Source: an optimization exercise on an open RTL-to-GDS flow (aim: small area, a short achievable clock period and few clock cycles). Production flows keep margins and buffers that such runs may drop.
Function was checked by simulation only, so behaviour that the tests miss may differ from the original.
Power is estimated from default activity; no workload was simulated.

Setup of sierra:
// LASER
module LASER (
    input CLK,
    input RST,
    input [3:0] X,
    input [3:0] Y,
    output reg [3:0] C1X,
    output reg [3:0] C1Y,
    output reg [3:0] C2X,
    output reg [3:0] C2Y,
    output reg DONE
);
Size in the first run: ~8500 cells after synthesis, about 850 flip-flops, roughly 74000 sq um of cells after synthesis.
==> flow/config.mk <==
export PLATFORM = sky130hd
export DESIGN_NAME = LASER
export DESIGN_NICKNAME = LASER
export VERILOG_FILES = /design/flow/design.v
export SDC_FILE = /design/flow/constraint.sdc
export NUM_CORES = 4
export LEC_CHECK = 0
export CAP_MARGIN = 20
export CORE_MARGIN = 2
export CORE_UTILIZATION = 55
export GPL_ROUTABILITY_DRIVEN = 1
export GPL_TIMING_DRIVEN = 0
export SLEW_MARGIN = 20
==> flow/constraint.sdc <==
create_clock -name core_clock -period 22.0 [get_ports {CLK}]
set_input_delay 4.4000 -clock core_clock [delete_from_list [all_inputs] [get_ports {CLK}]]
set_output_delay 4.4000 -clock core_clock [all_outputs]
set_load 0.01 [all_outputs]
standard.sh (not shown) runs the stock make flow with config.mk's settings and CLKGATE_MAP_FILE= SYNTH_SCRIPT=/design/flow/synth_recipe.tcl, a recipe that flattens the netlist after the stock synthesis.
==> flow/flow/run.sh <==
#!/bin/bash
# Layout flow: the standard flow (standard.sh, unchanged synthesis and
# steps) with two changes to how the layout is made:
#  - the port buffers are buf_4 cells instead of the smallest buffer, so the
#    fixed input and output delays leave more of the period to the design;
#  - timing repair aims at a setup slack margin, so that the resizer also
#    works on paths that meet the 22 ns clock easily; the clock period and
#    the constraints are the design's.
# make's full output goes to standard.log; each ORFS step keeps its own log
# under orfs/logs.
set -euo pipefail
bash standard.sh \
  "BUFFER_PORTS_ARGS=-buffer_cell sky130_fd_sc_hd__buf_4" \
  SETUP_SLACK_MARGIN=16.0 \
  finish > standard.log 2>&1
sierra was carried through to the last stage, and its layout satisfied the timing, design-rule and antenna checks.
Testbench counts of sierra, summed over its fixed seeds: cycles 12,152.
What tundra does differently from sierra at the input level:
-- flow/flow/run.sh --
<<< sierra, line 14
  SETUP_SLACK_MARGIN=16.0 \
>>> tundra, line 14
  SETUP_SLACK_MARGIN=16.3 \
==> results.txt <==
sierra -> tundra: peak ir drop on the vdd network decreased slightly. Compared with sierra, tundra shows a higher share of layout cells above drive strength 1. Cmp tundra and sierra / register-to-register slack / lower: sierra. In the tables for tundra and sierra, worst path required time reads higher with tundra. Diff sierra -> tundra: final critical path time including I/O delays and setup decreased by 240 ps relative to the old numbers, wire length increased by 1.0% relative to the old numbers.
Relative to tundra, the following input files were edited for zinc:
- CTS_CLUSTER_SIZE now 30, previously not set
Findings:
zinc finished end to end and its layout was clean on timing, DRC and antenna. Between zinc and tundra, the clock network power share figures differ only marginally. Delta (zinc minus tundra): number of cell rows did not really move; number of buffer and inverter stages on the critical path did not really move. zinc -> tundra: post-CTS setup-driven buffer insertion count delta 0, exact match. Post-synthesis adder-cell area fraction: tundra vs zinc identical. Between tundra and zinc, the difference in wire length of the first global-routing pass is negligible. Final design instance area without fill: tundra vs zinc identical. The total power was comparable across tundra and zinc.

LASER, a different RTL version from the one above (not shown whole).
For scale: roughly 850 flip-flops, about 27 I/O pins.
clock: 22.0 ns
lec_check: 0
cap_margin: 20
core_margin: 2
core_utilization: 45
gpl_routability_driven: 1
gpl_timing_driven: 0
slew_margin: 20
==> flow/flow/run.sh <==
#!/bin/bash
# Layout flow: the standard flow (standard.sh, unchanged synthesis and
# steps) with two changes to how the layout is made:
#  - the port buffers are buf_4 cells instead of the smallest buffer, so the
#    fixed input and output delays leave more of the period to the design;
#  - timing repair aims at a setup slack margin, so that the resizer also
#    works on paths that meet the 22 ns clock easily; the clock period and
#    the constraints are the design's.
# make's full output goes to standard.log; each ORFS step keeps its own log
# under orfs/logs.
set -euo pipefail
bash standard.sh \
  "BUFFER_PORTS_ARGS=-buffer_cell sky130_fd_sc_hd__buf_4" \
  SETUP_SLACK_MARGIN=16.3 \
  finish > standard.log 2>&1
Testbench counts at the start, summed over its fixed seeds: cycles 12,408.
Then changed:
--- a/flow/config.mk
+++ b/flow/config.mk
@@ -10 +10 @@
-export CORE_UTILIZATION = 45
+export CORE_UTILIZATION = 30
What happened: The new run completed with no timing, DRC or antenna violations. Sequential cell count stays the same. Total power climbs by a few percent. Core utilization went down by 16 points. Worst hold slack stays flat. Critical path depth grows by 21. Global-route usage is lower by 11 points. Via count barely changes. First-iteration DRC count falls by about a fifth. Cell count is higher by roughly a tenth. Clock-buffer cell count climbs by 19.

Setup of lane 1:
LASER, a different RTL version from the one above (not shown whole).
Size: ~8400 cells after synthesis, roughly 0.074 mm² of cells after synthesis.
// LASER
module LASER (
    input CLK,
    input RST,
    input [3:0] X,
    input [3:0] Y,
    output reg [3:0] C1X,
    output reg [3:0] C1Y,
    output reg [3:0] C2X,
    output reg [3:0] C2Y,
    output reg DONE
);
    reg        loading;
    reg [5:0]  lcnt;
    reg        pre;          
    reg        fc;           
    reg        ev;           
    reg        dr;           
    reg        dr2;          
    reg [1:0]  sweep;
    reg [3:0]  g;
    reg        s1v;
    reg [3:0]  s1g;
    reg        s1z, s1l;     
    reg [5:0]  cnt [0:15];
    reg [5:0]  best;
    reg [3:0] px [0:39];
    reg [3:0] py [0:39];
    reg [3:0] rh [0:39];
    reg [3:0] rl [0:39];
    reg       fm [0:39];
    wire [3:0] fx = (sweep == 2'd2) ? C1X : C2X;
    wire [3:0] fy = (sweep == 2'd2) ? C1Y : C2Y;
    reg  [3:0] nr;
    wire [3:0] nrow = dr2 ? fy : nr;
    wire [39:0] fnew;
    reg  [15:0] fxoh;        
    always @(posedge CLK) fxoh <= 16'd1 << fx;
    wire [15:0] hit [0:39];
    wire [3:0]  nh [0:39];
    wire [3:0]  nl [0:39];
    genvar i, j;
    generate
        for (i = 0; i < 40; i = i + 1) begin : pt
            lpt u (.hi(rh[i]), .lo(rl[i]), .fxoh(fxoh), .hit(hit[i]), .fnew(fnew[i]));
            lpre w (.px(px[(i + 1) % 40]), .py(py[(i + 1) % 40]), .cy(nrow), .hi(nh[i]), .lo(nl[i]));
        end
    endgenerate
    wire [39:0] fmn;
    wire        fen = pre | fc | ev;       
    generate
        for (i = 0; i < 40; i = i + 1) begin : fmb
            assign fmn[i] = fc ? fnew[(i + 1) % 40] : pre ? (nl[i] == 4'd0) : fm[(i + 1) % 40];
        end
    endgenerate
    integer k;
    always @(posedge CLK) begin
        for (k = 0; k < 39; k = k + 1) begin
            px[k] <= px[k+1];
            py[k] <= py[k+1];
        end
        px[39] <= loading ? X : px[0];
        py[39] <= loading ? Y : py[0];
        for (k = 0; k < 40; k = k + 1) fm[k] <= fmn[k];
        for (k = 0; k < 40; k = k + 1) begin
            rh[k] <= (fen && fmn[k]) ? 4'd15 : nh[k];
            rl[k] <= (fen && fmn[k]) ? 4'd0 : nl[k];
        end
    end
    generate
        for (j = 0; j < 16; j = j + 1) begin : pc
            wire [39:0] col;
            for (i = 0; i < 40; i = i + 1) begin : cb
                assign col[i] = hit[i][j];
            end
            wire [5:0] s;
            lpc u (.v(col), .s(s));
            always @(posedge CLK) cnt[j] <= s;
        end
  ...
export LEC_CHECK = 0
export CAP_MARGIN = 20
export CORE_MARGIN = 2
export CORE_UTILIZATION = 30
export GPL_ROUTABILITY_DRIVEN = 1
export GPL_TIMING_DRIVEN = 0
export SLEW_MARGIN = 20
create_clock -name core_clock -period 22.0 [get_ports {CLK}]
Scripts as last shown in full above: flow/flow/run.sh
Testbench counts of lane 1, summed over its fixed seeds: cycles 12,408.
The inputs of lane 5 differ from those of lane 1 as listed below.
==> flow/run.sh (new file) <==
#!/bin/bash
# synth_recipe.tcl (not shown) runs the flow's synth.tcl, then flattens the netlist and writes it again
# the make line also repeats each setting of config.mk as NAME=value (left out here)
make -C /OpenROAD-flow-scripts/flow DESIGN_CONFIG=/design/flow/config.mk WORK_HOME=/design/flow/orfs CLKGATE_MAP_FILE= SYNTH_SCRIPT=/design/flow/synth_recipe.tcl finish
removed: flow/flow/run.sh
removed: flow/standard.sh
[summary]
Diff lane 1..lane 5 | total detailed-routing wirelength | negligible. Lane 1 -> lane 5: worst IR drop on VDD decreased by a few percent. Going from lane 1 to lane 5, combined area of the multi-input logic cells shrank by a few percent. Lane 5 vs lane 1: register-to-register path setup slack down in lane 5. Lane 1 has lower clock share of power than lane 5. Re synthesized cell count: no difference whatsoever between lane 5 and lane 1. Required time of the critical path: lane 5 and lane 1 compared, higher one is lane 5. Compared to lane 1, lane 5 has design area 0.0039 mm² lower. Compared with lane 1, lane 5 shows worst reg2reg path depth that has gone down by more than 10%.

-- port drivers added, routing unchanged --
How much do the figures lean on ideal ports? The routed layouts below were timed once more, with nothing changed but the port constraints. Step 1 assumes that a clkbuf_16 drives the clock port and a buf_2 every other input. Step 2 adds t to the input delays and takes it off the output delays; t is the mean of the earliest and latest rising clock arrival at the registers after step 1. Input paths then give back, and output paths get back, about the clock's delay inside the block. a / b / c = no drivers / after step 1 / after step 2; a / b = the first two.
run	t, ns	setup WS [ns]	hold slack, ns	clock arrival spread, ns
sierra	0.802	16.060 / 16.060 / 16.044	0.352 / 0.352 / 0.352	0.042 / 0.042
tundra	0.807	16.301 / 16.235 / 16.046	0.351 / 0.351 / 0.351	0.040 / 0.040
zinc	0.807	16.301 / 16.235 / 16.046	0.351 / 0.351 / 0.351	0.040 / 0.040
the first run of note 2	0.818	16.317 / 16.271 / 16.179	0.352 / 0.352 / 0.352	0.055 / 0.055
the second run of note 2	0.865	16.196 / 16.196 / 16.136	0.350 / 0.350 / 0.350	0.038 / 0.039
lane 1	0.901	16.293 / 16.189 / 15.976	0.321 / 0.321 / 0.321	0.075 / 0.075
lane 5	0.881	14.599 / 14.599 / 14.599	0.335 / 0.335 / 0.335	0.052 / 0.052
After both steps setup and hold are still met in every run listed. The setup slack of lane 1, which loses most, moves by -0.104 ns with the drivers and by -0.317 ns with both steps.
